What follows belongs to an exercise in optimizing a design on an open flow for small area and a short achievable clock period; a production flow would make more cautious choices.
Only simulation tests tie the RTL to the original design; equivalence was not proved.
Power is estimated from default activity; no workload was simulated.

==> design/flow/design.v <==
`timescale 1ns / 1ps
module ALU_DIVSTEP #(parameter J = 0) (r, b, q, ro);
input  [7:0] r, b;
output       q;
output [7:0] ro;
localparam W = 8 - J;
wire [W-1:0] x = r[7:J];
wire [W-1:0] y = b[W-1:0];
wire bz;
generate
	if (J == 0) begin : nz
		assign bz = 1'b1;
	end else begin : hz
		assign bz = ~|b[7:W];
	end
endgenerate
wire [W-1:0] G [0:3];
wire [W-1:0] L [0:3];
assign G[0] = x & ~y;
assign L[0] = ~x & y;
genvar k, i;
generate
	for (k = 0; k < 3; k = k + 1) begin : lvl
		for (i = 0; i < W; i = i + 1) begin : bt
			if (((i >> k) & 1) == 1) begin : cmb
				localparam integer P = ((i >> k) << k) - 1;
				assign G[k+1][i] = G[k][i] | (~L[k][i] & G[k][P]);
				assign L[k+1][i] = L[k][i] | (~G[k][i] & L[k][P]);
			end else begin : pas
				assign G[k+1][i] = G[k][i];
				assign L[k+1][i] = L[k][i];
			end
		end
	end
endgenerate
assign q = bz & ~L[3][W-1];
generate
	if (W == 1) begin : w1
		assign ro[7:J] = x ^ (q & y);
	end else begin : wn
		assign ro[7:J] = x ^ ({W{q}} & (y ^ {L[3][W-2:0], 1'b0}));
	end
	if (J > 0) begin : lo
		assign ro[J-1:0] = r[J-1:0];
	end
endgenerate
endmodule
module ALU_S0(a, b, rh, qh);
input [7:0] a, b;
output [7:4] rh;
output [3:0] qh;
wire [7:0] rs7;
wire qs7;
ALU_DIVSTEP #(7) ds7(.r(a), .b(b), .q(qs7), .ro(rs7));
wire [7:0] rs6;
wire qs6;
ALU_DIVSTEP #(6) ds6(.r(rs7), .b(b), .q(qs6), .ro(rs6));
wire [7:0] rs5;
wire qs5;
ALU_DIVSTEP #(5) ds5(.r(rs6), .b(b), .q(qs5), .ro(rs5));
wire [7:0] rs4;
wire qs4;
ALU_DIVSTEP #(4) ds4(.r(rs5), .b(b), .q(qs4), .ro(rs4));
assign rh = rs4[7:4];
assign qh = {qs7,qs6,qs5,qs4};
endmodule
module ALU_S1(a, b, s, rh, qh, other, res, rem, dv);
input [7:0] a, b, other;
input [3:0] s;
input [7:4] rh;
input [3:0] qh;
output [7:0] res;
output [7:0] rem;
output dv;
wire [7:0] r1_in = {rh, a[3:0]};
wire [7:0] rm3;
wire qm3;
ALU_DIVSTEP #(3) dm3(.r(r1_in), .b(b), .q(qm3), .ro(rm3));
wire [7:0] rm2;
wire qm2;
ALU_DIVSTEP #(2) dm2(.r(rm3), .b(b), .q(qm2), .ro(rm2));
wire [7:0] rm1;
wire qm1;
ALU_DIVSTEP #(1) dm1(.r(rm2), .b(b), .q(qm1), .ro(rm1));
wire isdiv = (s == 4'd3);
assign res = isdiv ? {qh,qm3,qm2,qm1,1'b0} : other;
assign rem = rm1;
assign dv = isdiv;
endmodule
module ALU(a,b,s,out);
input [7:0] a,b;
input [3:0] s;
output [7:0] out;
reg [7:0] out;
wire [7:0] bx = b ^ {8{s[0]}};
wire [7:0] sum = a + bx + {7'd0, s[0]};
wire [7:0] prod = a * b;
always@(*)
begin
	case(s)
	4'd0, 4'd1: out=sum;
	4'd2: out=prod;
	4'd4: out=a&b;
	4'd5: out=a|b;
	4'd6: out=a^b;
	4'd7: out=~(a^b);
	default: out=8'd0;
	endcase
end
endmodule
module ALU_S2(res, rem, b, dv, out);
input [7:0] res, rem, b;
input dv;
output [7:0] out;
wire [7:0] re0;
wire qe0;
ALU_DIVSTEP #(0) de0(.r(rem), .b(b), .q(qe0), .ro(re0));
assign out = {res[7:1], res[0:0] | ({1{dv}} & {qe0})};
endmodule
`timescale 1ns / 1ps
module alu_top(clk,a,b,s,out);
input clk;
input [7:0] a,b;
input [3:0] s;
output [7:0] out;
wire [7:4] rh;
wire [3:0] qh;
ALU_S0 u_s0(.a(a), .b(b), .rh(rh), .qh(qh));
reg [7:0] a_q, b_q;
reg [3:0] s_q;
reg [7:4] rh_q;
reg [3:0] qh_q;
always@(posedge clk)begin
	a_q<=a;
	b_q<=b;
	s_q<=s;
	rh_q<=rh;
	qh_q<=qh;
end
wire [7:0] other, res;
ALU u_alu(.a(a_q),.b(b_q),.s(s_q),.out(other));
wire [7:0] rem;
wire dv;
ALU_S1 u_s1(.a(a_q), .b(b_q), .s(s_q), .rh(rh_q), .qh(qh_q), .other(other), .res(res), .rem(rem), .dv(dv));
reg [7:0] res_q;
reg [7:0] rem_q, bl_q;
reg dv_q;
always@(posedge clk)begin
	res_q<=res;
	rem_q<=rem;
	bl_q<=b_q;
	dv_q<=dv;
end
ALU_S2 u_s2(.res(res_q), .rem(rem_q), .b(bl_q), .dv(dv_q), .out(out));
endmodule
==> design/flow/flow/run.sh <==
#!/bin/bash
# Own flow: the standard layout (standard.sh) with two changes.
# 1. Synthesis: the datapath modules ALU_S0, ALU_S1, ALU and ALU_S2 are kept
#    apart until after technology mapping (SYNTH_KEEP_MODULES), and ABC maps
#    each with its own script and delay target (flow/own_abc.tcl) in place of
#    ORFS's single ABC run; full adders are not extracted before ABC. The
#    design is then flattened as usual (synth_recipe.tcl), so the registers and
#    their names are those of the standard synthesis.
# 2. Placement: the port buffers that buffer_ports inserts are buf_4 cells.
# Everything else is the standard flow, run from a copy of ORFS's scripts
# that differs only in the ABC line of synth.tcl.
set -euo pipefail
W=$(pwd)
S=$W/scripts_own
rm -rf "$S"
cp -r "$FLOW_HOME/scripts" "$S"
python3 - "$S/synth.tcl" <<'PY'
import sys
p = sys.argv[1]
t = open(p).read()
old = "  log_cmd abc {*}$abc_args\n"
assert t.count(old) == 1
open(p, "w").write(t.replace(old, "  source $::env(OWN_ABC_TCL)\n"))
PY
export OWN_ABC_TCL=$W/flow/own_abc.tcl
bash "$W/standard.sh" "SCRIPTS_DIR=$S" "ADDER_MAP_FILE=" \
  "SYNTH_KEEP_MODULES=ALU_S0 ALU_S1 ALU ALU_S2" \
  "BUFFER_PORTS_ARGS=-buffer_cell sky130_fd_sc_hd__buf_4" \
  finish > "$W/flow_make.log" 2>&1
==> design/flow/flow/abc_map.tmpl <==
strash
dch
map {D}
topo
buffer -p
upsize {D}
dnsize {D}
==> design/flow/flow/abc_restructure.tmpl <==
&get -n
&st
&dch
&nf
&st
&syn2
&if -g -K 6
&synch2
&nf
&st
&syn2
&if -g -K 6
&synch2
&nf
&st
&syn2
&if -g -K 6
&synch2
&nf
&put
strash
dch
map {D}
topo
buffer -p
upsize {D}
dnsize {D}
==> design/flow/flow/own_abc.tcl <==
# Sourced by synth.tcl in place of its ABC call. Each datapath module is
# mapped on its own, with one of two ABC scripts and its own delay target (ps):
#   restructure: ORFS's delay-oriented restructuring, then delay-driven mapping
#   map:         delay-driven mapping of the structure as it is
# The stage-0 and stage-2 logic shares the clock period with the fixed input
# and output delays, so it gets tight targets.
set own_targets {
  ALU_S0  restructure 1500
  ALU_S1  map         3000
  ALU     map         2500
  ALU_S2  restructure 800
  alu_top map         3000
}
set own_dir [file dirname $::env(OWN_ABC_TCL)]
foreach {mod kind d} $own_targets {
  set fh [open $own_dir/abc_$kind.tmpl r]
  set body [string map [list "{D}" "-D $d"] [read $fh]]
  close $fh
  set f $::env(OBJECTS_DIR)/abc_own_$mod.script
  set fh [open $f w]
  puts -nonewline $fh $body
  close $fh
  log_cmd abc {*}[lreplace $abc_args 1 1 $f] $mod
}
==> design/flow/standard.sh <==
#!/bin/bash
# synth_recipe.tcl (not shown) runs the flow's synth.tcl, then flattens the netlist and writes it again
# the make line also repeats each setting of config.mk as NAME=value (left out here)
make -C /OpenROAD-flow-scripts/flow DESIGN_CONFIG=/design/flow/config.mk WORK_HOME=/design/flow/orfs CLKGATE_MAP_FILE= SYNTH_SCRIPT=/design/flow/synth_recipe.tcl "${@:-finish}"
==> design/flow/config.mk <==
export PLATFORM = sky130hd
export DESIGN_NAME = alu_top
export DESIGN_NICKNAME = alu_top
export VERILOG_FILES = /design/flow/design.v
export SDC_FILE = /design/flow/constraint.sdc
export NUM_CORES = 4
export LEC_CHECK = 0
export CAP_MARGIN = 20
export CORE_MARGIN = 2
export CORE_UTILIZATION = 40
export SLEW_MARGIN = 20
==> design/flow/constraint.sdc <==
create_clock -name core_clock -period 10.5 [get_ports {clk}]
set_input_delay 2.1000 -clock core_clock [delete_from_list [all_inputs] [get_ports {clk}]]
set_output_delay 2.1000 -clock core_clock [all_outputs]
set_load 0.01 [all_outputs]
==> metrics.yaml, run 1 <==
sta:
  finalHoldViolCount: 0
  finalSetupTns_ns: 0
  slew_headroom_pct: 26.9
  fmax_mhz: 234
  period_share_pct: 40.8
  clock-skew-final_ns: 0.00640
  tightest_slew_ns: 1.09
  rsz0062_at_grt: "false"
  fin_crit_ns: 4.28
  slew_viol_final: 0
  whs_ns: 0.439
  setup_viol: 0
grt:
  use_met1_pct: 26.8
  grt_use_met2_pct: 33.0
  grt_pass1_wl_mm: 17.7
  grtUsageTotal_pct: 19.7
  top_usage_layer: "met2"
  grt_max_degree: 18
  grt_pass1_vias: 3689
  antenna_found_initial: 0
  grt_overflow: 0
  grt_util_met3_pct: 3.24
floorplanning:
  initial_utilization_pct: 41.5
  rows: 36
  io_pins: 29
  fp.dieH_um: 105
  die_w_um: 105
  dieArea_sq_mm: 0.0110
  core_sq_mm: 0.00982
placement:
  gp_congestion: 0.886
  placed_cell_area_sq_mm: 0.00433
  dp_cells: 770
  dpl.hpwl_mm: 8.47
  io_buffers: 28
final_layout:
  antenna_cells: 0
  ff_latch_area_sq_mm: 0.00106
  area_growth_syn_to_layout_pct: 8.48
  finalInstanceArea_sq_mm: 0.00442
  multiInputGateArea_sq_mm: 0.00261
  drive_gt1_share_pct: 10.9
  layoutNonFillerInstCount: 778
  nets: 665
  fillers: 1072
clocking:
  cts.htree.levels: 2
  post_cts_buffers: 0
  root_buffer: "clkbuf_8"
  cts_made_buffers: 5
  max-clock-path-buffers: 2
  hold_buffers: 0
  clock_latency_ns: 0.30
  clock-sinks: 53
  cts_tree: "yes"
  cts_resized: 0
  clk_pin_slew_ns: 0.09
synth:
  yosysUniqueCellTypes: 61
  synth_top_cell_by_area: "dfxtp_1"
  ys_seq_area_share_pct: 26.1
  netlist_instances: 627
  ys_ff_latch: 53
  synth_top_area_share_pct: 26.1
  synth.cell_area_sq_mm: 0.00407
  ys.warnings.count: 10
  yosys_most_used_dff: "dfxtp_1"
  synth_area_per_cell_sq_um: 6.50
  synth_edf_count: 0
  async_reset_ff_share_pct: 0
  synthTopCellsByArea: "dfxtp_1 (26%), nand2_1 (12%), nor2_1 (10%)"
  syn_nets: 648
worst_setup_path:
  slowest_delay_ns: 0.64
  start_kind: "flip-flop"
  cpMaxStageDelayCell: "dfxtp_1"
  cp-end-kind: "flip-flop"
  crit_top_cell: "nor2_1"
  required_ns: 10.69
  path_depth: 22
  cp_top_family: "compound AO/OA/AOI/OAI gates"
  critPathBufInv: 3
  cp_max_fo: 10
  path_cells: "inv_2 > nor2_1 > o31ai_1 > o21ai_1 > xor2_1 > a21oi_1 > inv_1 > nor2_1 > nor2_1 > a2111oi_0 > a21boi_2 > nand2_1 > xor2_1 > nor2_1 > o31ai_4 > nor3_2 > a211oi_2 > o21bai_1 > nand2_2 > inv_2 > nand3_1 > xor2_1"
  reg2reg_depth: 22
  arrival_ns: 4.47
  ff2ff_setup_slack_ns: 6.22
  critPathKind: "flip-flop to flip-flop"
worst_hold_path:
  hold_depth: 2
  hp-class: "flip-flop to flip-flop"
power_and_ir_drop:
  swShare_pct: 36.7
  p_per_area_mw_per_mm2: 122
  p_leak_nw: 1.97
  pwr-share-comb_pct: 36.2
  switchingPower_uw: 198
  p_seq_share_pct: 43.3
  vdd_drop_max_uv: 51.3
  clkPwrFrac_pct: 20.5
  p_int_uw: 341
drt:
  wl_per_cell_um: 13.6
  drc_errors: 0
  firstDrtPassIters: 6
  vias: 3989
  wl_mm: 10.6
  antenna_left: 0
  drtIter0Drc: 221
  via_per_inst: 5.13
job:
  maxCapViolations: 0
outcome:
  status: "no timing/DRC/antenna violations"
## sequential cells by signal, summed over array words and instances, names as in the netlist
| register | count |
|---|---|
| a_q | 8 |
| b_q | 8 |
| bl_q | 8 |
| rem_q | 8 |
| res_q | 8 |
| qh_q | 4 |
| rh_q | 4 |
| s_q | 4 |
| dv_q | 1 |
## kinds of logic after synthesis
kind of cell	Yosys count	synth area share, %
simple gates	311	33.0
compound gates	117	19.5
buf+inv	92	9.83
xor+xnor	53	11.4
flops	53	26.1
fa+ha+maj	1	0.246
## Yosys cell counts (5+ instances only)
cell type and number:
or2_2 5, xnor2_1 19, a31oi_1 7, a21oi_1 24, o21ai_0 34, dfxtp_1 53, nand3_1 20, nor3_1 14
inv_2 8, o21ai_1 7, nand4_1 8, inv_1 64, o22ai_1 5, buf_4 12, xor2_1 34, nor2_1 113
nand2_1 128, nand3b_1 6
## modules after synthesis (local to each module, per instance)
module   flip-flops and latches  area, sq um  times used
ALU                           0         1440           1
alu_top                      53         1060           1
ALU_S1                        0          802           1
ALU_S0                        0          572           1
ALU_S2                        0          203           1
## worst paths after layout
check                       start          endpoint
setup / recovery   b_q[3]$_DFF_P_  rem_q[2]$_DFF_P_
setup reg to reg   b_q[3]$_DFF_P_  rem_q[2]$_DFF_P_
hold reg to reg   qh_q[2]$_DFF_P_  res_q[6]$_DFF_P_
hold / removal    qh_q[2]$_DFF_P_  res_q[6]$_DFF_P_
## metrics by stage
step / utilization, % / setup slack, ns / power [mW]
2_1_floorplan: - / 6.58 / 0.383
6_report: 45.0 / 6.22 / 0.539
3_3_place_gp: 44.1 / 6.12 / 0.429
4_1_cts: 45.0 / 6.19 / 0.542
3_5_place_dp: 44.1 / 6.11 / 0.431
5_1_grt: 45.0 / 5.67 / 0.580
## placed cells by master (no fill, tap or decap), types with 3 or more instances in the layout
master,instances
xor2_1,34
a31oi_1,7
nand2_1,128
o21a_1,3
dfxtp_1,53
o211ai_1,3
o21ai_0,34
o21ai_1,7
o22ai_1,5
a21boi_2,3
inv_1,64
inv_2,8
clkbuf_8,5
nand4_1,8
buf_4,28
xnor2_1,19
nand3b_1,6
nor2_1,113
nand3_1,20
a21oi_1,24
or2_2,5
a211oi_1,3
nor3_1,14
o311ai_0,3
clkinvlp_4,3
## metal layers
metal | up-vias | share of wire [%]
met2 | 97 | 46
met1 | 1815 | 47
li1 | 2070 | -
met4 | 0 | 0.78
met3 | 7 | 5.4
met5 | - | 0
## final cells by class
| class | count | area share, % |
|---|---|---|
| well taps | 133 | 3.77 |
| inverters | 74 | 6.29 |
| clock buffers | 5 | 1.56 |
| multi-input cells | 482 | 59.1 |
| repair buffers | 28 | 4.76 |
| flip-flops and latches | 53 | 24.0 |
| clock inverters | 3 | 0.510 |
## worst min-delay path, delay by kind of cell (launching register included)
family / cells / cell delay (ns)
flops: 1 / 0.32
simple gates: 2 / 0.10
## power by group through the flow
stage	logic, mW	registers (mW)	clock network [mW]
5_1_grt	0.221	0.235	0.124
3_3_place_gp	0.192	0.238	0
6_report	0.195	0.233	0.111
3_5_place_dp	0.194	0.238	0
2_1_floorplan	0.152	0.231	0
4_1_cts	0.195	0.233	0.114
==> run 2: changes to the inputs <==
--- a/design/flow/design.v
+++ b/design/flow/design.v
@@ -46,8 +46,10 @@
 endgenerate
 endmodule
-module ALU_S0(a, b, rh, qh);
+module ALU_S0(a, b, s, ah, sf, dv);
 input [7:0] a, b;
-output [7:4] rh;
-output [3:0] qh;
+input [3:0] s;
+output [7:4] ah;
+output [3:0] sf;
+output dv;
 wire [7:0] rs7;
 wire qs7;
@@ -62,19 +64,18 @@
 wire qs4;
 ALU_DIVSTEP #(4) ds4(.r(rs5), .b(b), .q(qs4), .ro(rs4));
-assign rh = rs4[7:4];
-assign qh = {qs7,qs6,qs5,qs4};
+assign dv = (s == 4'd3);
+assign ah = dv ? rs4[7:4] : a[7:4];
+assign sf = dv ? {qs7,qs6,qs5,qs4} : s;
 endmodule
-module ALU_S1(a, b, s, rh, qh, other, res, rem, dv);
+module ALU_S1(a, b, sf, dv, other, sa, res, rem);
 input [7:0] a, b, other;
-input [3:0] s;
-input [7:4] rh;
-input [3:0] qh;
-output [7:0] res;
-output [7:0] rem;
-output dv;
-wire [7:0] r1_in = {rh, a[3:0]};
+input [3:0] sf;
+input dv;
+output [3:0] sa;
+output [7:0] res, rem;
+assign sa = {sf[3] | dv, sf[2:0]};
 wire [7:0] rm3;
 wire qm3;
-ALU_DIVSTEP #(3) dm3(.r(r1_in), .b(b), .q(qm3), .ro(rm3));
+ALU_DIVSTEP #(3) dm3(.r(a), .b(b), .q(qm3), .ro(rm3));
 wire [7:0] rm2;
 wire qm2;
@@ -83,8 +84,6 @@
 wire qm1;
 ALU_DIVSTEP #(1) dm1(.r(rm2), .b(b), .q(qm1), .ro(rm1));
-wire isdiv = (s == 4'd3);
-assign res = isdiv ? {qh,qm3,qm2,qm1,1'b0} : other;
+assign res = other | ({8{dv}} & {sf[3:0], qm3, qm2, qm1, 1'b0});
 assign rem = rm1;
-assign dv = isdiv;
 endmodule
 module ALU(a,b,s,out);
@@ -116,5 +115,5 @@
 wire qe0;
 ALU_DIVSTEP #(0) de0(.r(rem), .b(b), .q(qe0), .ro(re0));
-assign out = {res[7:1], res[0:0] | ({1{dv}} & {qe0})};
+assign out = {res[7:1], res[0] | (dv & qe0)};
 endmodule
 `timescale 1ns / 1ps
@@ -124,25 +123,22 @@
 input [3:0] s;
 output [7:0] out;
-wire [7:4] rh;
-wire [3:0] qh;
-ALU_S0 u_s0(.a(a), .b(b), .rh(rh), .qh(qh));
+wire [7:4] ah;
+wire [3:0] sf;
+wire dv0;
+ALU_S0 u_s0(.a(a), .b(b), .s(s), .ah(ah), .sf(sf), .dv(dv0));
 reg [7:0] a_q, b_q;
 reg [3:0] s_q;
-reg [7:4] rh_q;
-reg [3:0] qh_q;
+reg d_q;
 always@(posedge clk)begin
-	a_q<=a;
+	a_q<={ah, a[3:0]};
 	b_q<=b;
-	s_q<=s;
-	rh_q<=rh;
-	qh_q<=qh;
+	s_q<=sf;
+	d_q<=dv0;
 end
-wire [7:0] other, res;
-ALU u_alu(.a(a_q),.b(b_q),.s(s_q),.out(other));
-wire [7:0] rem;
-wire dv;
-ALU_S1 u_s1(.a(a_q), .b(b_q), .s(s_q), .rh(rh_q), .qh(qh_q), .other(other), .res(res), .rem(rem), .dv(dv));
-reg [7:0] res_q;
-reg [7:0] rem_q, bl_q;
+wire [7:0] other, res, rem;
+wire [3:0] sa;
+ALU_S1 u_s1(.a(a_q), .b(b_q), .sf(s_q), .dv(d_q), .other(other), .sa(sa), .res(res), .rem(rem));
+ALU u_alu(.a(a_q),.b(b_q),.s(sa),.out(other));
+reg [7:0] res_q, rem_q, bl_q;
 reg dv_q;
 always@(posedge clk)begin
@@ -150,5 +146,5 @@
 	rem_q<=rem;
 	bl_q<=b_q;
-	dv_q<=dv;
+	dv_q<=d_q;
 end
 ALU_S2 u_s2(.res(res_q), .rem(rem_q), .b(bl_q), .dv(dv_q), .out(out));
--- a/design/flow/flow/run.sh
+++ b/design/flow/flow/run.sh
@@ -7,5 +7,7 @@
 #    design is then flattened as usual (synth_recipe.tcl), so the registers and
 #    their names are those of the standard synthesis.
-# 2. Placement: the port buffers that buffer_ports inserts are buf_4 cells.
+# 2. The registers that feed most of the stage-1 logic are mapped to stronger
+#    flip-flops of the same type (drive 4 or 2), in flow/own_abc.tcl.
+# 3. Placement: the port buffers that buffer_ports inserts are buf_1 cells.
 # Everything else is the standard flow, run from a copy of ORFS's scripts
 # that differs only in the ABC line of synth.tcl.
@@ -26,4 +28,4 @@
 bash "$W/standard.sh" "SCRIPTS_DIR=$S" "ADDER_MAP_FILE=" \
   "SYNTH_KEEP_MODULES=ALU_S0 ALU_S1 ALU ALU_S2" \
-  "BUFFER_PORTS_ARGS=-buffer_cell sky130_fd_sc_hd__buf_4" \
+  "BUFFER_PORTS_ARGS=-buffer_cell sky130_fd_sc_hd__buf_1" \
   finish > "$W/flow_make.log" 2>&1
==> design/flow/flow/abc_collapse.tmpl (new file) <==
strash
collapse
strash
&get -n
&st
&syn2
&if -g -K 6
&synch2
&nf
&st
&syn2
&if -g -K 6
&synch2
&nf
&put
strash
dch
map {D}
topo
buffer -p
upsize {D}
dnsize {D}
--- a/design/flow/flow/own_abc.tcl
+++ b/design/flow/flow/own_abc.tcl
@@ -1,11 +1,12 @@
 # Sourced by synth.tcl in place of its ABC call. Each datapath module is
-# mapped on its own, with one of two ABC scripts and its own delay target (ps):
+# mapped on its own, with one of three ABC scripts and its own delay target (ps):
 #   restructure: ORFS's delay-oriented restructuring, then delay-driven mapping
 #   map:         delay-driven mapping of the structure as it is
+#   collapse:    the logic collapsed to two levels first, then restructure
 # The stage-0 and stage-2 logic shares the clock period with the fixed input
 # and output delays, so it gets tight targets.
 set own_targets {
-  ALU_S0  restructure 1500
-  ALU_S1  map         3000
+  ALU_S0  collapse    800
+  ALU_S1  map         2600
   ALU     map         2500
   ALU_S2  restructure 800
@@ -23,2 +24,6 @@
   log_cmd abc {*}[lreplace $abc_args 1 1 $f] $mod
 }
+# The registers that feed most of the stage-1 logic get a stronger drive
+# (the same flip-flop, drive strength 4 or 2).
+chtype -map sky130_fd_sc_hd__dfxtp_1 sky130_fd_sc_hd__dfxtp_4 alu_top/c:a_q* alu_top/c:b_q*
+chtype -map sky130_fd_sc_hd__dfxtp_1 sky130_fd_sc_hd__dfxtp_2 alu_top/c:s_q* alu_top/c:rem_q* alu_top/c:bl_q*
==> metrics.yaml, run 2 <==
sta:
  period_share_pct: 35.8
  setup_viol: 0
  fmax_mhz: 266
  fin_crit_ns: 3.75
  finalHoldViolCount: 0
  slew_viol_final: 0
  clock-skew-final_ns: 0.00849
  tightest_slew_ns: 0.970
  finalSetupTns_ns: 0
  whs_ns: 0.416
  slew_headroom_pct: 34.8
  rsz0062_at_grt: "false"
clocking:
  cts.htree.levels: 2
  root_buffer: "clkbuf_8"
  clock_latency_ns: 0.30
  max-clock-path-buffers: 2
  cts_tree: "yes"
  post_cts_buffers: 0
  clk_pin_slew_ns: 0.08
  clock-sinks: 46
  cts_made_buffers: 5
  cts_resized: 0
  hold_buffers: 0
worst_setup_path:
  arrival_ns: 3.93
  required_ns: 10.67
  cp-end-kind: "flip-flop"
  cp_max_fo: 13
  critPathKind: "primary input to flip-flop"
  start_kind: "primary input"
final_layout:
  antenna_cells: 0
  final_cell_mix: "nand2_1 (121), nor2_1 (120), inv_1 (84), o21ai_0 (49), xor2_1 (30)"
  nets: 722
  final_common_cell: "nand2_1"
  drive_gt1_share_pct: 11.4
  ff_latch_area_sq_mm: 0.00101
  multiInputGateArea_sq_mm: 0.00291
  area_growth_syn_to_layout_pct: 5.56
  fillers: 1135
  fin_util_pct: 43.0
synth:
  netlist_instances: 688
  syn_nets: 709
  synth.cell_area_sq_mm: 0.00439
  synth_edf_count: 0
  synth_top_cell_by_area: "nand2_1"
  synthTopCellsByArea: "nand2_1 (10%), nor2_1 (10%), dfxtp_2 (9.7%)"
  ys_ff_latch: 46
  ys.warnings.count: 10
  ys_seq_area_share_pct: 22.9
  synth_common_cells: "nand2_1 (121), nor2_1 (120), inv_1 (84)"
  async_reset_ff_share_pct: 0
  yosys_most_used_dff: "dfxtp_2"
  synth_top_area_share_pct: 10.3
  synth_most_common_cell: "nand2_1"
  yosysUniqueCellTypes: 64
  synth_area_per_cell_sq_um: 6.38
grt:
  antenna_found_initial: 0
  grt_max_degree: 15
  grt_pass1_wl_mm: 20.1
  grtUsageTotal_pct: 21.4
  grt_overflow: 0
  grt_pass1_vias: 4133
drt:
  vias: 4536
  wl_mm: 12.2
  via_per_inst: 5.39
  drc_errors: 0
  drtIter0Drc: 299
  wl_per_cell_um: 14.5
  firstDrtPassIters: 5
  antenna_left: 0
floorplanning:
  core_sq_mm: 0.0108
  rows: 38
  initial_utilization_pct: 40.7
  die_w_um: 109
  io_pins: 29
  dieArea_sq_mm: 0.0118
  fp.dieH_um: 109
power_and_ir_drop:
  p_leak_nw: 1.99
  vdd_drop_max_uv: 58.7
  p_per_area_mw_per_mm2: 121
  power_uw: 559
placement:
  gp_congestion: 0.915
  io_buffers: 28
  dpl.hpwl_mm: 9.48
worst_hold_path:
  hp-class: "flip-flop to flip-flop"
outcome:
  status: "no timing/DRC/antenna violations"
job:
  maxCapViolations: 0
## run 2: cell types whose count changed after synthesis, moves of 15 or more
cell	before	now
dfxtp_1	53	10
inv_1	64	84
dfxtp_4	0	16
o21ai_0	34	49
dfxtp_2	0	20
## run 2: per-stage QoR
step | instances | cell area (sq um) | setup WS [ns]
CTS | 842 | 4640 | 6.77
global placement | 834 | 4530 | 6.53
finish | 842 | 4640 | 6.75
floorplan | 688 | 4390 | 7.30
detailed placement | 834 | 4530 | 6.50
global route | 842 | 4640 | 6.46
## run 2: critical path, cell delays in order
cell	delay, ns
buf_1	0.50
clkinv_1	0.46
nand2_1	0.27
o221ai_1	0.17
a221oi_2	0.31
o211ai_1	0.11
## run 2: final cells by class
class,instances,area share [%]
well taps,140,3.78
clock inverters,2,0.783
repair buffers,28,2.27
flip-flops and latches,46,21.7
multi-input cells,531,62.7
inverters,89,7.23
clock buffers,6,1.57
## run 2: cell families (layout without fill, tap and decap cells)
family	Yosys count	in the layout	share of synthesized area [%]
compound gates	156	156	23.1
xor+xnor	47	47	9.72
fa+ha+maj	1	1	0.228
buf+inv	111	125	10.9
flops	46	46	22.9
simple gates	327	327	33.1
## run 2: modules after synthesis, one instance, submodules excluded
module / times used / area [sq um] / cells / flip-flops and latches
ALU_S0: 1 / 763 / 146 / 0
ALU_S1: 1 / 985 / 166 / 0
alu_top: 1 / 1010 / 46 / 46
ALU: 1 / 1440 / 293 / 0
ALU_S2: 1 / 203 / 37 / 0
## run 2: metal layers
layer  share of wire, %  vias to the layer above  GRT usage, %
met5                  0                        -             0
met4                1.6                        0          6.04
met3                5.8                       17          2.87
met2                 45                      138          34.9
met1                 48                     2074          29.4
li1                   -                     2307             -
## run 2: path summary, 6_finish.rpt
check / depth (start not counted) / start / slack [ns] / to
setup / recovery: 6 / b[3] / 6.75 / a_q[5]$_DFF_P_
hold / removal: 0 / a_q[0]$_DFF_P_ / 0.42 / rem_q[0]$_DFF_P_
setup reg to reg: 23 / b_q[0]$_DFF_P_ / 6.75 / rem_q[6]$_DFF_P_
hold reg to reg: 0 / a_q[0]$_DFF_P_ / 0.42 / rem_q[0]$_DFF_P_
## run 2: power breakdown
group	switching, mW	leakage [nW]	internal [mW]
clock network	0.0583	0.0557	0.0712
logic	0.142	1.54	0.0801
registers	0.0174	0.392	0.190
total	0.217	1.99	0.342
==> run 3: changes to the inputs <==
--- a/design/flow/flow/run.sh
+++ b/design/flow/flow/run.sh
@@ -9,5 +9,5 @@
 # 2. The registers that feed most of the stage-1 logic are mapped to stronger
 #    flip-flops of the same type (drive 4 or 2), in flow/own_abc.tcl.
-# 3. Placement: the port buffers that buffer_ports inserts are buf_1 cells.
+# 3. Placement: the port buffers that buffer_ports inserts are buf_2 cells.
 # Everything else is the standard flow, run from a copy of ORFS's scripts
 # that differs only in the ABC line of synth.tcl.
@@ -28,4 +28,4 @@
 bash "$W/standard.sh" "SCRIPTS_DIR=$S" "ADDER_MAP_FILE=" \
   "SYNTH_KEEP_MODULES=ALU_S0 ALU_S1 ALU ALU_S2" \
-  "BUFFER_PORTS_ARGS=-buffer_cell sky130_fd_sc_hd__buf_1" \
+  "BUFFER_PORTS_ARGS=-buffer_cell sky130_fd_sc_hd__buf_2" \
   finish > "$W/flow_make.log" 2>&1
==> design/flow/flow/abc_syn4.tmpl (new file) <==
strash
&get -n
&st
&syn4
&put
dch -f
map {D}
topo
buffer -p
upsize {D}
dnsize {D}
--- a/design/flow/flow/own_abc.tcl
+++ b/design/flow/flow/own_abc.tcl
@@ -1,14 +1,16 @@
 # Sourced by synth.tcl in place of its ABC call. Each datapath module is
-# mapped on its own, with one of three ABC scripts and its own delay target (ps):
+# mapped on its own, with its own ABC script (flow/abc_KIND.tmpl) and delay
+# target (ps):
 #   restructure: ORFS's delay-oriented restructuring, then delay-driven mapping
 #   map:         delay-driven mapping of the structure as it is
 #   collapse:    the logic collapsed to two levels first, then restructure
+#   syn4:        AIG rewriting (&syn4), then delay-driven mapping
 # The stage-0 and stage-2 logic shares the clock period with the fixed input
 # and output delays, so it gets tight targets.
 set own_targets {
   ALU_S0  collapse    800
-  ALU_S1  map         2600
+  ALU_S1  syn4        2000
   ALU     map         2500
-  ALU_S2  restructure 800
+  ALU_S2  restructure 500
   alu_top map         3000
 }
==> metrics.yaml, run 3 <==
worst_setup_path:
  path_cells: "inv_1 > o22ai_1 > nand4_1 > nand2_1 > xor2_1 > xnor2_1 > or2_1 > nand2_1 > xor2_1 > xor2_1 > or2_2 > nand2_1 > o21ai_0 > a21oi_1 > xor2_1 > o221ai_1 > o21bai_1"
  crit_top_cell: "xor2_1"
  cpMaxStageDelayCell: "dfxtp_4"
  cp-end-kind: "flip-flop"
  critPathKind: "flip-flop to flip-flop"
  arrival_ns: 3.64
  cp_max_fo: 12
  slowest_delay_ns: 0.47
  required_ns: 10.70
  critPathBufInv: 1
  start_kind: "flip-flop"
  cp_top_family: "simple AND/OR/NAND/NOR gates"
final_layout:
  final_common_cell: "nand2_1"
  fillers: 1158
  drive_gt1_share_pct: 14.8
  nets: 736
  finalInstanceArea_sq_mm: 0.00473
  area_growth_syn_to_layout_pct: 6.18
  ff_latch_area_sq_mm: 0.00101
  final_cell_mix: "nand2_1 (133), nor2_1 (107), inv_1 (88), nand3_1 (48), o21ai_0 (48)"
  multiInputGateArea_sq_mm: 0.00296
  antenna_cells: 0
sta:
  slew_viol_final: 0
  fmax_mhz: 290
  setup_viol: 0
  tightest_slew_ns: 0.998
  fin_crit_ns: 3.44
  rsz0062_at_grt: "false"
  finalHoldViolCount: 0
  period_share_pct: 32.8
  clock-skew-final_ns: 0.0122
  finalSetupTns_ns: 0
  slew_headroom_pct: 33.0
grt:
  grt_pass1_wl_mm: 20.5
  grt_overflow: 0
  grt_max_degree: 19
  grt_pass1_vias: 4266
  grtUsageTotal_pct: 21.9
  antenna_found_initial: 0
synth:
  async_reset_ff_share_pct: 0
  ys_ff_latch: 46
  synth_common_cells: "nand2_1 (133), nor2_1 (107), inv_1 (88)"
  netlist_instances: 702
  ys.warnings.count: 10
  synthTopCellsByArea: "nand2_1 (11%), dfxtp_2 (9.5%), nor2_1 (9.0%)"
  synth_most_common_cell: "nand2_1"
  ys_seq_area_share_pct: 22.6
  synth.cell_area_sq_mm: 0.00446
  yosys_most_used_dff: "dfxtp_2"
  synth_area_per_cell_sq_um: 6.35
  synth_top_area_share_pct: 11.2
  yosysUniqueCellTypes: 62
  synth_top_cell_by_area: "nand2_1"
  synth_edf_count: 0
  syn_nets: 723
drt:
  drc_errors: 0
  antenna_left: 0
  wl_mm: 12.7
  drtIter0Drc: 327
  wl_per_cell_um: 14.9
  via_per_inst: 5.50
  vias: 4706
  firstDrtPassIters: 5
worst_hold_path:
  hp-class: "flip-flop to flip-flop"
placement:
  gp_congestion: 0.925
  io_buffers: 28
  dpl.hpwl_mm: 9.91
  placed_cell_area_sq_mm: 0.00463
floorplanning:
  core_sq_mm: 0.0108
  fp.dieH_um: 110
  io_pins: 29
  rows: 38
  die_w_um: 110
  dieArea_sq_mm: 0.0120
  initial_utilization_pct: 41.1
job:
  maxCapViolations: 0
clocking:
  max-clock-path-buffers: 2
  clock-sinks: 46
  clock_latency_ns: 0.31
  cts_resized: 0
  cts_made_buffers: 5
  clk_pin_slew_ns: 0.09
  post_cts_buffers: 0
  hold_buffers: 0
  root_buffer: "clkbuf_8"
  cts.htree.levels: 2
  cts_tree: "yes"
power_and_ir_drop:
  power_uw: 555
  p_per_area_mw_per_mm2: 117
  vdd_drop_max_uv: 74.3
  p_leak_nw: 2.17
outcome:
  status: "no timing/DRC/antenna violations"
-- run 3: cell types whose count changed after synthesis, sizes merged, moves of 4 or more --
cell,change
xor2,-7
a21boi,-4
nor2,-16
nand3,+27
o21a,-6
o21bai,+6
o21ai,-7
nand2,+14
-- run 3: path summary, 6_finish.rpt --
path / from / to / slack [ns] / cells after the start
min reg2reg: a_q[0]$_DFF_P_ / rem_q[0]$_DFF_P_ / 0.42 / 0
min: a_q[0]$_DFF_P_ / rem_q[0]$_DFF_P_ / 0.42 / 0
max reg2reg: b_q[4]$_DFF_P_ / res_q[7]$_DFF_P_ / 7.06 / 17
max: b_q[4]$_DFF_P_ / res_q[7]$_DFF_P_ / 7.06 / 17
-- run 3: worst register-to-register path, cell delays in order, from the launching register on --
cell      delay (ns)
dfxtp_4         0.47
inv_1           0.13
o22ai_1         0.25
nand4_1         0.15
nand2_1         0.14
xor2_1          0.23
xnor2_1         0.10
or2_1           0.25
nand2_1         0.09
xor2_1          0.22
xor2_1          0.17
or2_2           0.30
nand2_1         0.09
o21ai_0         0.08
a21oi_1         0.14
xor2_1          0.22
o221ai_1        0.13
o21bai_1        0.18
-- run 3: final cells by class --
class / instances / area share, %
Tap cell: 140 / 3.70
Multi-Input combinational cell: 543 / 62.6
Clock inverter: 1 / 0.159
Clock buffer: 7 / 2.06
Timing Repair Buffer: 28 / 2.96
Inverter: 91 / 7.22
Sequential cell: 46 / 21.3
-- run 3: cells by family after synthesis --
| group | synth area share [%] |
|---|---|
| buffers and inverters | 10.9 |
| and+or+nand+nor | 36.2 |
| xor gates and xnor gates | 7.27 |
| AOI/OAI and AO/OA | 22.8 |
| DFF | 22.6 |
| adders and majority gates | 0.225 |
-- run 3: metal layers --
metal / track usage, % / wire length (um) / up-vias
met2: 35.6 / 5680 / 174
met4: 7.05 / 308 / 0
li1: - / - / 2388
met3: 3.62 / 876 / 27
met5: 0 / 0 / -
met1: 29.4 / 5880 / 2117
-- run 3: power by group --
part	total [mW]	switching, mW	internal (mW)
clock network	0.120	0.0587	0.0614
logic	0.227	0.144	0.0821
registers	0.208	0.0175	0.191
total	0.555	0.221	0.334
-- run 3: per-module statistics from Yosys (local to each module, per instance) --
module | times used | flops+latches
ALU_S1 | 1 | 0
alu_top | 1 | 46
ALU_S0 | 1 | 0
ALU | 1 | 0
ALU_S2 | 1 | 0
-- run 3: per-stage QoR --
stage | hold slack, ns | worst slack (ns) | util (%) | cells
after global placement | 0.406 | 6.83 | 42.7 | 848
final | 0.420 | 7.06 | 43.6 | 856
after floorplan | 0.375 | 7.36 | - | 702
after detailed placement | 0.405 | 6.84 | 42.7 | 848
after CTS | 0.419 | 7.08 | 43.6 | 856
after global routing | 0.430 | 6.78 | 43.6 | 856
==> run 4: changes to the inputs <==
--- a/design/flow/design.v
+++ b/design/flow/design.v
@@ -68,10 +68,10 @@
 assign sf = dv ? {qs7,qs6,qs5,qs4} : s;
 endmodule
-module ALU_S1(a, b, sf, dv, other, sa, res, rem);
+module ALU_S1(a, b, sf, dv, other, sa, res);
 input [7:0] a, b, other;
 input [3:0] sf;
 input dv;
 output [3:0] sa;
-output [7:0] res, rem;
+output [7:0] res;
 assign sa = {sf[3] | dv, sf[2:0]};
 wire [7:0] rm3;
@@ -81,9 +81,11 @@
 wire qm2;
 ALU_DIVSTEP #(2) dm2(.r(rm3), .b(b), .q(qm2), .ro(rm2));
-wire [7:0] rm1;
-wire qm1;
-ALU_DIVSTEP #(1) dm1(.r(rm2), .b(b), .q(qm1), .ro(rm1));
-assign res = other | ({8{dv}} & {sf[3:0], qm3, qm2, qm1, 1'b0});
-assign rem = rm1;
+wire [9:0] b3 = {2'b0, b} + {1'b0, b, 1'b0};
+wire c1 = rm2 >= b;
+wire c2 = {1'b0, rm2} >= {b, 1'b0};
+wire c3 = {2'b0, rm2} >= b3;
+wire q1 = c2;
+wire q0 = c2 ? c3 : c1;
+assign res = other | ({8{dv}} & {sf, qm3, qm2, q1, q0});
 endmodule
 module ALU(a,b,s,out);
@@ -108,13 +110,4 @@
 end
 endmodule
-module ALU_S2(res, rem, b, dv, out);
-input [7:0] res, rem, b;
-input dv;
-output [7:0] out;
-wire [7:0] re0;
-wire qe0;
-ALU_DIVSTEP #(0) de0(.r(rem), .b(b), .q(qe0), .ro(re0));
-assign out = {res[7:1], res[0] | (dv & qe0)};
-endmodule
 `timescale 1ns / 1ps
 module alu_top(clk,a,b,s,out);
@@ -136,16 +129,12 @@
 	d_q<=dv0;
 end
-wire [7:0] other, res, rem;
+wire [7:0] other, res;
 wire [3:0] sa;
-ALU_S1 u_s1(.a(a_q), .b(b_q), .sf(s_q), .dv(d_q), .other(other), .sa(sa), .res(res), .rem(rem));
+ALU_S1 u_s1(.a(a_q), .b(b_q), .sf(s_q), .dv(d_q), .other(other), .sa(sa), .res(res));
 ALU u_alu(.a(a_q),.b(b_q),.s(sa),.out(other));
-reg [7:0] res_q, rem_q, bl_q;
-reg dv_q;
+reg [7:0] res_q;
 always@(posedge clk)begin
 	res_q<=res;
-	rem_q<=rem;
-	bl_q<=b_q;
-	dv_q<=d_q;
 end
-ALU_S2 u_s2(.res(res_q), .rem(rem_q), .b(bl_q), .dv(dv_q), .out(out));
+assign out=res_q;
 endmodule
--- a/design/flow/flow/run.sh
+++ b/design/flow/flow/run.sh
@@ -1,5 +1,5 @@
 #!/bin/bash
 # Own flow: the standard layout (standard.sh) with two changes.
-# 1. Synthesis: the datapath modules ALU_S0, ALU_S1, ALU and ALU_S2 are kept
+# 1. Synthesis: the datapath modules ALU_S0, ALU_S1 and ALU are kept
 #    apart until after technology mapping (SYNTH_KEEP_MODULES), and ABC maps
 #    each with its own script and delay target (flow/own_abc.tcl) in place of
@@ -27,5 +27,5 @@
 export OWN_ABC_TCL=$W/flow/own_abc.tcl
 bash "$W/standard.sh" "SCRIPTS_DIR=$S" "ADDER_MAP_FILE=" \
-  "SYNTH_KEEP_MODULES=ALU_S0 ALU_S1 ALU ALU_S2" \
+  "SYNTH_KEEP_MODULES=ALU_S0 ALU_S1 ALU" \
   "BUFFER_PORTS_ARGS=-buffer_cell sky130_fd_sc_hd__buf_2" \
   finish > "$W/flow_make.log" 2>&1
--- a/design/flow/flow/own_abc.tcl
+++ b/design/flow/flow/own_abc.tcl
@@ -6,11 +6,10 @@
 #   collapse:    the logic collapsed to two levels first, then restructure
 #   syn4:        AIG rewriting (&syn4), then delay-driven mapping
-# The stage-0 and stage-2 logic shares the clock period with the fixed input
-# and output delays, so it gets tight targets.
+# The stage-0 logic shares the clock period with the fixed input delay, so
+# it gets a tight target.
 set own_targets {
   ALU_S0  collapse    800
   ALU_S1  syn4        2000
   ALU     map         2500
-  ALU_S2  restructure 500
   alu_top map         3000
 }
@@ -29,3 +28,3 @@
 # (the same flip-flop, drive strength 4 or 2).
 chtype -map sky130_fd_sc_hd__dfxtp_1 sky130_fd_sc_hd__dfxtp_4 alu_top/c:a_q* alu_top/c:b_q*
-chtype -map sky130_fd_sc_hd__dfxtp_1 sky130_fd_sc_hd__dfxtp_2 alu_top/c:s_q* alu_top/c:rem_q* alu_top/c:bl_q*
+chtype -map sky130_fd_sc_hd__dfxtp_1 sky130_fd_sc_hd__dfxtp_2 alu_top/c:s_q*
==> metrics.yaml, run 4 <==
sta:
  period_share_pct: 33.7
  tightest_slew_ns: 0.973
  slew_viol_final: 0
  slew_headroom_pct: 34.7
  finalSetupTns_ns: 0
  finalHoldViolCount: 0
  clock-skew-final_ns: 0.0135
  setup_viol: 0
  fmax_mhz: 282
  rsz0062_at_grt: "false"
  fin_crit_ns: 3.54
worst_setup_path:
  start_kind: "flip-flop"
  cp_max_fo: 12
  required_ns: 10.73
  cp-end-kind: "flip-flop"
  critPathKind: "flip-flop to flip-flop"
  r2r-start: "b_q[2]$_DFF_P_"
  ff2ff_setup_slack_ns: 6.96
  critPathLaunch: "b_q[2]$_DFF_P_"
  reg2reg_to: "res_q[0]$_DFF_P_"
  reg2reg_depth: 19
  arrival_ns: 3.77
floorplanning:
  fp.dieH_um: 105
  io_pins: 29
  die_w_um: 105
  core_sq_mm: 0.00982
  dieArea_sq_mm: 0.0110
  rows: 36
  initial_utilization_pct: 41.6
synth:
  synthTopCellsByArea: "nor2_1 (11%), nand2_1 (11%), dfxtp_4 (9.3%)"
  synth_top_area_share_pct: 11.3
  yosys_most_used_dff: "dfxtp_4"
  synth_top_family_by_area: "simple AND/OR/NAND/NOR gates"
  syn_nets: 717
  synth_top_cell_by_area: "nor2_1"
  yosysUniqueCellTypes: 58
  synth_area_per_cell_sq_um: 5.87
  ys_seq_area_share_pct: 15.8
  synth_common_cells: "nor2_1 (123), nand2_1 (122), inv_1 (84)"
  synthXorXnorAreaFrac_pct: 8.58
  ys_ff_latch: 29
  netlist_instances: 696
  yosys.area_share.simple_pct: 40.1
  synth-compound-area-share_pct: 25.2
  synth.cell_area_sq_mm: 0.00408
  synth_edf_count: 0
  synth_most_common_cell: "nor2_1"
  synth_fa_ha_area_share_pct: 0.245
  ys.warnings.count: 8
  async_reset_ff_share_pct: 0
  synth.mux.area_fraction_pct: 0
power_and_ir_drop:
  p_leak_nw: 2.00
  p_per_area_mw_per_mm2: 109
  power_uw: 482
  vdd_drop_max_uv: 53.6
clocking:
  clock-sinks: 29
  post_cts_buffers: 0
  clock_latency_ns: 0.28
  clk_pin_slew_ns: 0.07
  root_buffer: "clkbuf_8"
  max-clock-path-buffers: 2
  cts.htree.levels: 2
  cts_tree: "yes"
  cts_resized: 0
  cts_made_buffers: 5
  hold_buffers: 0
final_layout:
  antenna_cells: 0
  final_common_cell: "nor2_1"
  nets: 735
  reg_top3: "a_q (8), b_q (8), res_q (8)"
  fin_util_pct: 45.0
  area_growth_syn_to_layout_pct: 8.24
  drive_gt1_share_pct: 12.4
  final_cell_mix: "nor2_1 (123), nand2_1 (122), inv_1 (84), o21ai_0 (50), nand3_1 (46)"
  fillers: 1092
drt:
  wl_per_cell_um: 15.3
  drc_errors: 0
  firstDrtPassIters: 6
  drtIter0Drc: 260
  via_per_inst: 5.62
  vias: 4767
  antenna_left: 0
  wl_mm: 13.0
worst_hold_path:
  whs_endpoint: "res_q[7]$_DFF_P_"
  hold_depth: 2
  hp-class: "flip-flop to flip-flop"
  hp-start: "s_q[3]$_DFF_P_"
grt:
  antenna_found_initial: 0
  grtUsageTotal_pct: 23.7
  grt_pass1_wl_mm: 21.5
  grt_pass1_vias: 4428
  grt_max_degree: 21
  grt_overflow: 0
placement:
  io_buffers: 28
  dpl.hpwl_mm: 10.3
  gp_congestion: 0.947
job:
  maxCapViolations: 0
outcome:
  status: "no timing/DRC/antenna violations"
run 4: kinds of logic (layout without fill, tap and decap cells):
family	after synthesis	in the layout
AOI/OAI and AO/OA	160	160
xor gates and xnor gates	40	40
adders and majority gates	1	1
buffers and inverters	103	122
DFF	29	29
and+or+nand+nor	363	363
run 4: cell type report:
cell class | instances | area [sq um] | area share (%)
timing repair buffer | 28 | 140 | 3.17
multi-input combinational | 564 | 3030 | 68.5
sequential | 29 | 646 | 14.6
inverter | 86 | 323 | 7.30
clock inverter | 2 | 36.3 | 0.821
clock buffer | 6 | 82.6 | 1.87
tap | 133 | 166 | 3.77
run 4: Yosys stat by module, one instance, submodules excluded:
module / cell area [sq um] / times used / flip-flops and latches
alu_top: 646 / 1 / 29
ALU: 1440 / 1 / 0
ALU_S1: 1240 / 1 / 0
ALU_S0: 763 / 1 / 0
run 4: worst max-delay path by stage:
stage                                  end  slack [ns]  depth (start not counted)
after floorplan             a_q[5]$_DFF_P_        7.36                          5
after global placement      a_q[6]$_DFF_P_        6.86                          9
after detailed placement    a_q[5]$_DFF_P_        6.85                          6
after CTS                 res_q[0]$_DFF_P_        6.99                         20
after global routing      res_q[0]$_DFF_P_        6.56                         21
final                     res_q[0]$_DFF_P_        6.96                         19
run 4: power by group:
| group | switching, mW | total [mW] | internal (mW) |
|---|---|---|---|
| registers | 0.0152 | 0.133 | 0.118 |
| clock network | 0.0464 | 0.124 | 0.0773 |
| logic | 0.144 | 0.225 | 0.0810 |
| total | 0.205 | 0.482 | 0.276 |
run 4: stage by stage:
stage,instances,instance area (sq um),hold slack [ns],worst slack (ns)
after detailed placement,840,4300,0.465,6.85
after floorplan,696,4080,0.419,7.36
final,848,4420,0.475,6.96
after CTS,848,4420,0.481,6.99
after global routing,848,4420,0.510,6.56
after global placement,840,4300,0.458,6.86
run 4: routing by layer:
| metal | track usage, % | wire length (um) |
|---|---|---|
| met5 | 0 | 0 |
| met2 | 39.7 | 5980 |
| met4 | 7.14 | 269 |
| met3 | 2.68 | 742 |
| met1 | 31.8 | 5960 |
run 4: critical path, cell delays in order, from the launching register on:
cell     delay (ns)
dfxtp_4        0.39
inv_1          0.33
nand2_1        0.16
nand3_2        0.15
a41oi_2        0.16
o21ai_1        0.24
nand3_1        0.12
nand3_2        0.12
nand2_1        0.08
nand3_1        0.09
nand3_2        0.13
a31oi_4        0.34
nor2_2         0.06
xor2_1         0.40
o21ai_1        0.17
nor2_1         0.11
nand4_1        0.11
o22ai_1        0.19
o21ai_1        0.09
nand2_1        0.06
==> run 5: changes to the inputs <==
--- a/design/flow/design.v
+++ b/design/flow/design.v
@@ -68,5 +68,5 @@
 assign sf = dv ? {qs7,qs6,qs5,qs4} : s;
 endmodule
-module ALU_S1(a, b, sf, dv, other, sa, res);
+module ALU_S1(a, b, sf, dv, other, sa, res, c1, c2, c3);
 input [7:0] a, b, other;
 input [3:0] sf;
@@ -74,4 +74,5 @@
 output [3:0] sa;
 output [7:0] res;
+output c1, c2, c3;
 assign sa = {sf[3] | dv, sf[2:0]};
 wire [7:0] rm3;
@@ -82,10 +83,8 @@
 ALU_DIVSTEP #(2) dm2(.r(rm3), .b(b), .q(qm2), .ro(rm2));
 wire [9:0] b3 = {2'b0, b} + {1'b0, b, 1'b0};
-wire c1 = rm2 >= b;
-wire c2 = {1'b0, rm2} >= {b, 1'b0};
-wire c3 = {2'b0, rm2} >= b3;
-wire q1 = c2;
-wire q0 = c2 ? c3 : c1;
-assign res = other | ({8{dv}} & {sf, qm3, qm2, q1, q0});
+assign c1 = dv & (rm2 >= b);
+assign c2 = dv & ({1'b0, rm2} >= {b, 1'b0});
+assign c3 = {2'b0, rm2} >= b3;
+assign res = other | ({8{dv}} & {sf, qm3, qm2, 2'b0});
 endmodule
 module ALU(a,b,s,out);
@@ -110,4 +109,10 @@
 end
 endmodule
+module ALU_S2(res, c1, c2, c3, out);
+input [7:0] res;
+input c1, c2, c3;
+output [7:0] out;
+assign out = {res[7:2], res[1] | c2, res[0] | (c2 ? c3 : c1)};
+endmodule
 `timescale 1ns / 1ps
 module alu_top(clk,a,b,s,out);
@@ -131,10 +136,15 @@
 wire [7:0] other, res;
 wire [3:0] sa;
-ALU_S1 u_s1(.a(a_q), .b(b_q), .sf(s_q), .dv(d_q), .other(other), .sa(sa), .res(res));
+wire c1, c2, c3;
+ALU_S1 u_s1(.a(a_q), .b(b_q), .sf(s_q), .dv(d_q), .other(other), .sa(sa), .res(res), .c1(c1), .c2(c2), .c3(c3));
 ALU u_alu(.a(a_q),.b(b_q),.s(sa),.out(other));
 reg [7:0] res_q;
+reg c1_q, c2_q, c3_q;
 always@(posedge clk)begin
 	res_q<=res;
+	c1_q<=c1;
+	c2_q<=c2;
+	c3_q<=c3;
 end
-assign out=res_q;
+ALU_S2 u_s2(.res(res_q), .c1(c1_q), .c2(c2_q), .c3(c3_q), .out(out));
 endmodule
--- a/design/flow/flow/run.sh
+++ b/design/flow/flow/run.sh
@@ -1,5 +1,5 @@
 #!/bin/bash
 # Own flow: the standard layout (standard.sh) with two changes.
-# 1. Synthesis: the datapath modules ALU_S0, ALU_S1 and ALU are kept
+# 1. Synthesis: the datapath modules ALU_S0, ALU_S1, ALU and ALU_S2 are kept
 #    apart until after technology mapping (SYNTH_KEEP_MODULES), and ABC maps
 #    each with its own script and delay target (flow/own_abc.tcl) in place of
@@ -27,5 +27,5 @@
 export OWN_ABC_TCL=$W/flow/own_abc.tcl
 bash "$W/standard.sh" "SCRIPTS_DIR=$S" "ADDER_MAP_FILE=" \
-  "SYNTH_KEEP_MODULES=ALU_S0 ALU_S1 ALU" \
+  "SYNTH_KEEP_MODULES=ALU_S0 ALU_S1 ALU ALU_S2" \
   "BUFFER_PORTS_ARGS=-buffer_cell sky130_fd_sc_hd__buf_2" \
   finish > "$W/flow_make.log" 2>&1
--- a/design/flow/flow/own_abc.tcl
+++ b/design/flow/flow/own_abc.tcl
@@ -6,10 +6,11 @@
 #   collapse:    the logic collapsed to two levels first, then restructure
 #   syn4:        AIG rewriting (&syn4), then delay-driven mapping
-# The stage-0 logic shares the clock period with the fixed input delay, so
-# it gets a tight target.
+# The stage-0 and stage-2 logic shares the clock period with the fixed input
+# and output delays, so it gets tight targets.
 set own_targets {
   ALU_S0  collapse    800
   ALU_S1  syn4        2000
   ALU     map         2500
+  ALU_S2  restructure 500
   alu_top map         3000
 }
==> metrics.yaml, run 5 <==
outcome:
  status: "no timing/DRC/antenna violations"
final_layout:
  reg_top3: "a_q (8), b_q (8), res_q (8)"
  nets: 734
  area_growth_syn_to_layout_pct: 6.38
  final_cell_mix: "nand2_1 (123), nor2_1 (114), inv_1 (90), o21ai_0 (54), nand3_1 (50)"
  drive_gt1_share_pct: 11.8
  antenna_cells: 0
  final_common_cell: "nand2_1"
synth:
  synth_edf_count: 0
  synth.cell_area_sq_mm: 0.00417
  synth_most_common_cell: "nand2_1"
  synthTopCellsByArea: "nand2_1 (11%), nor2_1 (10%), dfxtp_4 (9.1%)"
  synth_top_cell_by_area: "nand2_1"
  yosysUniqueCellTypes: 58
  yosys_most_used_dff: "dfxtp_4"
  syn_nets: 725
  ys.warnings.count: 8
  netlist_instances: 704
  synth_area_per_cell_sq_um: 5.93
  ys_seq_area_share_pct: 16.9
  synth_top_area_share_pct: 11.1
  synth_common_cells: "nand2_1 (123), nor2_1 (114), inv_1 (90)"
  ys_ff_latch: 32
  async_reset_ff_share_pct: 0
drt:
  drc_errors: 0
  wl_mm: 12.7
  drtIter0Drc: 319
  wl_per_cell_um: 14.9
  firstDrtPassIters: 6
  antenna_left: 0
  vias: 4783
  via_per_inst: 5.63
worst_setup_path:
  r2r-start: "a_q[2]$_DFF_P_"
  cp_max_fo: 14
  critPathKind: "flip-flop to flip-flop"
  start_kind: "flip-flop"
  cp-end-kind: "flip-flop"
  arrival_ns: 3.63
  critPathLaunch: "a_q[2]$_DFF_P_"
  required_ns: 10.63
placement:
  pre_cts_slack_ns: 6.93
  io_buffers: 28
  dpl.hpwl_mm: 9.88
  gp_congestion: 0.936
clocking:
  clk_pin_slew_ns: 0.08
  cts_made_buffers: 5
  cts.htree.levels: 2
  clock-sinks: 32
  post_cts_buffers: 0
  hold_buffers: 0
  root_buffer: "clkbuf_8"
  max-clock-path-buffers: 2
  clock_latency_ns: 0.28
  cts_tree: "yes"
  cts_resized: 0
worst_hold_path:
  hp-class: "flip-flop to flip-flop"
  hp-start: "s_q[2]$_DFF_P_"
floorplanning:
  rows: 37
  io_pins: 29
  dieArea_sq_mm: 0.0113
  fp.dieH_um: 106
  die_w_um: 106
  initial_utilization_pct: 40.8
  core_sq_mm: 0.0102
sta:
  clock-skew-final_ns: 0.00763
  rsz0062_at_grt: "false"
  fin_crit_ns: 3.50
  slew_viol_final: 0
  period_share_pct: 33.3
  slew_headroom_pct: 33.3
  fin_ws_ns: 7.00
  finalSetupTns_ns: 0
  fmax_mhz: 286
  tightest_slew_ns: 0.992
  setup_viol: 0
  finalHoldViolCount: 0
power_and_ir_drop:
  vdd_drop_max_uv: 69.9
  p_per_area_mw_per_mm2: 109
  p_leak_nw: 2.03
grt:
  grt_pass1_vias: 4398
  grt_pass1_wl_mm: 21.3
  antenna_found_initial: 0
  grt_max_degree: 19
  grtUsageTotal_pct: 22.9
  grt_overflow: 0
job:
  maxCapViolations: 0
## run 5: cell families (layout without fill, tap and decap cells)
group | count (synthesis) | after routing | share of synthesized area (%)
adder cells (fa/ha/maj) | 1 | 1 | 0.240
flip-flops | 32 | 32 | 16.9
XOR/XNOR | 38 | 38 | 7.97
buffers and inverters | 118 | 128 | 12.0
AO/OA/AOI/OAI | 163 | 163 | 24.9
AND/OR/NAND/NOR | 352 | 352 | 38.0
## run 5: routing by layer
layer  vias up  GRT usage (%)  share of wire [%]
met1      2151           31.3                 45
li1       2407              -                  -
met3        30           3.86                8.2
met4         0           5.36                2.5
met5         -              0                  0
met2       195           37.6                 44
## run 5: area by class of cell
class                           count  area (sq um)
Fill cell                        1110          5790
Multi-Input combinational cell    554          2970
Sequential cell                    32           706
Inverter                           92           345
Tap cell                          136           170
Timing Repair Buffer               28           140
Clock buffer                        5          68.8
Clock inverter                      3          41.3
## run 5: power by group
group	switching [mW]	total, mW	leakage [nW]	internal, mW
sequential	0.0155	0.146	0.273	0.130
combinational	0.140	0.220	1.70	0.0801
clock	0.0480	0.118	0.0585	0.0704
## run 5: worst paths after layout
path / cells after the start / slack (ns) / endpoint
setup reg to reg: 17 / 7.00 / res_q[7]$_DFF_P_
hold reg to reg: 1 / 0.50 / res_q[6]$_DFF_P_
setup / recovery: 17 / 7.00 / res_q[7]$_DFF_P_
hold / removal: 1 / 0.50 / res_q[6]$_DFF_P_
## run 5: critical path: stages (launching register included)
cell	delay, ns
dfxtp_4	0.46
inv_1	0.14
o22ai_1	0.24
nand4_1	0.14
nand2_1	0.13
xor2_1	0.23
xnor2_1	0.11
or2_1	0.25
nand2_1	0.09
xor2_1	0.22
xor2_1	0.15
or2_2	0.29
nand2_1	0.10
o21ai_0	0.09
a21oi_1	0.17
xor2_1	0.21
o221ai_1	0.12
o21bai_1	0.23
## run 5: through the flow
step                hold WS (ns)  power, mW  utilization (%)  cells  instance area (sq um)
finish                     0.496      0.484             43.4    850                   4440
global route               0.536      0.525             43.4    850                   4440
CTS                        0.504      0.484             43.4    850                   4440
detailed placement         0.490      0.364             42.3    842                   4330
global placement           0.479      0.363             42.3    842                   4330
floorplan                  0.419      0.317                -    704                   4170
## run 5: Yosys stat by module, one instance, submodules excluded
| module | cell area (sq um) | times used | flops+latches | cells inside |
|---|---|---|---|---|
| ALU | 1440 | 1 | 0 | 293 |
| ALU_S0 | 763 | 1 | 0 | 146 |
| ALU_S1 | 1200 | 1 | 0 | 223 |
| ALU_S2 | 65.1 | 1 | 0 | 10 |
| alu_top | 706 | 1 | 32 | 32 |

[afterwards: timing with drivers on the ports]
How much do the figures lean on ideal ports? The routed layouts below were timed once more, with nothing changed but the port constraints. Step 1 sets driving cells, clkbuf_16 on the clock port and buf_2 on the other inputs (assumed; they add their load-dependent delay and slew). Step 2 also shifts input and output timing later by t, the mid clock arrival at the registers, as if the neighbouring blocks saw the same clock. Three values: ideal ports, drivers, drivers and shift; two values: the first two.
run	shift t [ns]	setup slack, ns	slew at the worst register clock pin (ns)	worst slew at a driven data input, ns
run 1	0.331	6.219 / 6.219 / 6.086	0.09 / 0.09	0.04
run 2	0.323	6.745 / 6.751 / 6.429	0.09 / 0.09	0.03
run 3	0.335	7.058 / 7.058 / 6.830	0.09 / 0.09	0.04
run 4	0.312	6.959 / 6.959 / 6.832	0.08 / 0.08	0.03
run 5	0.308	7.001 / 7.001 / 6.837	0.08 / 0.08	0.03
After both steps every run listed still meets setup and hold. For run 2, which loses most, drivers alone change the setup slack by +0.006 ns; drivers and shift together by -0.316 ns.
